Context: an optimization exercise on an open-source flow, tuned for small area. The choices shown serve that exercise and are no tape-out recipe.
In this exercise RTL edits were held to simulation tests only and were not proved equivalent to the original.
Power and IR drop assume default switching activity.

## mojo_top_0
module mojo_top_0(clk, rst, vga_h_sync, vga_v_sync, vga_R, vga_G, vga_B, quadA, quadB);
Size: about 24 flip-flops, roughly 9 I/O pins.
export LEC_CHECK = 0
export ABC_AREA = 1
export CAP_MARGIN = 20
export CORE_MARGIN = 2
export CORE_UTILIZATION = 40
export SLEW_MARGIN = 20
export SYNTH_MEMORY_MAX_BITS = 32768
create_clock -name core_clock -period 5.0 [get_ports {clk}]
standard.sh (not shown) runs the stock make flow with config.mk's settings and CLKGATE_MAP_FILE= SYNTH_SCRIPT=/design/flow/synth_recipe.tcl, a recipe that flattens the netlist after the stock synthesis.
==> flow/flow/run.sh <==
#!/bin/bash
# The standard layout (the standard.sh), except that ORFS's synthesis maps the
# logic with an area-oriented ABC script (flow/abc_area.script) instead of abc_area.script
# / abc_speed.script. Everything else (synth_recipe.tcl, the flow settings, the
# registers, floorplan, placement, routing) is left as standard.sh has it, except:
#  - the port buffers are sky130_fd_sc_hd__buf_1 (BUFFER_PORTS_ARGS),
#  - CTS inserts no dummy loads (CTS_ARGS adds -dont_use_dummy_load).
set -euo pipefail
D=$(pwd)
sed "s|^source \$::env(SCRIPTS_DIR)/synth_preamble.tcl\$|&\nset abc_args [lreplace \$abc_args 1 1 $D/flow/abc_area.script]|" \
  "$FLOW_HOME/scripts/synth.tcl" > "$D/flow_synth.tcl"
grep -q "abc_args \[lreplace" "$D/flow_synth.tcl"
sed "s|source \$::env(SCRIPTS_DIR)/synth.tcl|source $D/flow_synth.tcl|" synth_recipe.tcl > "$D/my_synth.tcl"
grep -q "flow_synth.tcl" "$D/my_synth.tcl"
sed "s|SYNTH_SCRIPT=[^ ]*|SYNTH_SCRIPT=$D/my_synth.tcl|" standard.sh > "$D/my_standard.sh"
grep -q "SYNTH_SCRIPT=$D/my_synth.tcl" "$D/my_standard.sh"
bash "$D/my_standard.sh" \
  "BUFFER_PORTS_ARGS=-buffer_cell sky130_fd_sc_hd__buf_1" \
  "CTS_ARGS=-sink_clustering_enable -repair_clock_nets -dont_use_dummy_load" \
  finish > "$D/make.log" 2>&1
==> flow/flow/abc_area.script <==
strash
dch -f
map -a
topo
Then changed:
==> flow/run.sh (new file) <==
#!/bin/bash
# synth_recipe.tcl (not shown) runs the flow's synth.tcl, then flattens the netlist and writes it again
# the make line also repeats each setting of config.mk as NAME=value (left out here)
make -C /OpenROAD-flow-scripts/flow DESIGN_CONFIG=/design/flow/config.mk WORK_HOME=/design/flow/orfs CLKGATE_MAP_FILE= SYNTH_SCRIPT=/design/flow/synth_recipe.tcl finish
removed: flow/flow/run.sh
removed: flow/flow/abc_area.script
removed: flow/standard.sh
The changed run produced a clean layout.
Setup slack improves by 1.1 ns.
Wire length came out higher by 11%.
Non-clock buffer count came out lower by 4.
Die area came out higher by 18%.
Worst hold slack improves by 0.0070 ns.
Via count came out higher by 10%.
Count of clock-buffer cells in the layout does not change.
Global-route usage came out lower by 0.61 points.
Fmax came out higher by 37%.
Area after synthesis came out higher by 19%.
Combinational power came out higher by about 7%.
Then changed:
==> flow/flow/run.sh (new file) <==
#!/bin/bash
# The standard layout (the standard.sh), except that ORFS's synthesis maps the
# logic with an area-oriented ABC script (flow/abc_area.script) instead of abc_area.script
# / abc_speed.script, and leaves adders to ABC too (ADDER_MAP_FILE empty: no extract_fa
# into half/full-adder cells). Everything else (synth_recipe.tcl, the flow settings, the
# registers, floorplan, placement, routing) is left as standard.sh has it, except:
#  - the port buffers are sky130_fd_sc_hd__buf_1 (BUFFER_PORTS_ARGS),
#  - CTS inserts no dummy loads and clusters up to 32 sinks per buffer (CTS_ARGS).
set -euo pipefail
D=$(pwd)
sed "s|^source \$::env(SCRIPTS_DIR)/synth_preamble.tcl\$|&\nset abc_args [lreplace \$abc_args 1 1 $D/flow/abc_area.script]|" \
  "$FLOW_HOME/scripts/synth.tcl" > "$D/flow_synth.tcl"
grep -q "abc_args \[lreplace" "$D/flow_synth.tcl"
sed "s|source \$::env(SCRIPTS_DIR)/synth.tcl|source $D/flow_synth.tcl|" synth_recipe.tcl > "$D/my_synth.tcl"
grep -q "flow_synth.tcl" "$D/my_synth.tcl"
sed "s|SYNTH_SCRIPT=[^ ]*|SYNTH_SCRIPT=$D/my_synth.tcl|" standard.sh > "$D/my_standard.sh"
grep -q "SYNTH_SCRIPT=$D/my_synth.tcl" "$D/my_standard.sh"
bash "$D/my_standard.sh" \
  "ADDER_MAP_FILE=" \
  "BUFFER_PORTS_ARGS=-buffer_cell sky130_fd_sc_hd__buf_1" \
  "CTS_ARGS=-sink_clustering_enable -sink_clustering_size 32 -sink_clustering_max_diameter 200 -repair_clock_nets -dont_use_dummy_load" \
  finish > "$D/make.log" 2>&1
==> flow/flow/abc_area.script (new file) <==
&get -n
&st
&dch -f
&nf -a -p -F 8 -A 8 -R 1000
&put
topo
==> flow/standard.sh (new file) <==
#!/bin/bash
# synth_recipe.tcl (not shown) runs the flow's synth.tcl, then flattens the netlist and writes it again
# the make line also repeats each setting of config.mk as NAME=value (left out here)
make -C /OpenROAD-flow-scripts/flow DESIGN_CONFIG=/design/flow/config.mk WORK_HOME=/design/flow/orfs CLKGATE_MAP_FILE= SYNTH_SCRIPT=/design/flow/synth_recipe.tcl "${@:-finish}"
--- a/flow/config.mk
+++ b/flow/config.mk
@@ -10,4 +10,5 @@
 export CORE_MARGIN = 2
 export CORE_UTILIZATION = 40
+export GPL_TIMING_DRIVEN = 0
 export SLEW_MARGIN = 20
 export SYNTH_MEMORY_MAX_BITS = 32768
removed: flow/run.sh
Effect: The changed run completed with no timing, DRC or antenna violations. Synthesized area went down by 25%. Routed wire length went down by 26%. Cell count went down by 29%. Total power went down by 13%. Maximum frequency went down by 30%. Global-route usage went down by 1.6 points.

-- static timing again, ports no longer ideal --
How much do the figures lean on ideal ports? The routed layouts below were timed once more, with nothing changed but the port constraints.
Step 1 assumes that a clkbuf_16 drives the clock port and a buf_2 every other input.
Step 2 adds t to the input delays and takes it off the output delays; t is the mean of the earliest and latest rising clock arrival at the registers after step 1. Input paths then give back, and output paths get back, about the clock's delay inside the block.
Three values: no drivers, after step 1, after step 2; two values: the first two.
run	t (ns)	setup WS [ns]	hold WS [ns]	worst data-port slew with drivers (ns)
the first run	0.283	0.749 / 0.749 / 0.749	0.476 / 0.476 / 0.476	0.03
the second run	0.287	1.891 / 1.891 / 1.891	0.482 / 0.482 / 0.482	0.03
the third run	0.279	0.559 / 0.559 / 0.559	0.499 / 0.499 / 0.499	0.03
After both steps setup and hold are still met in every run listed.
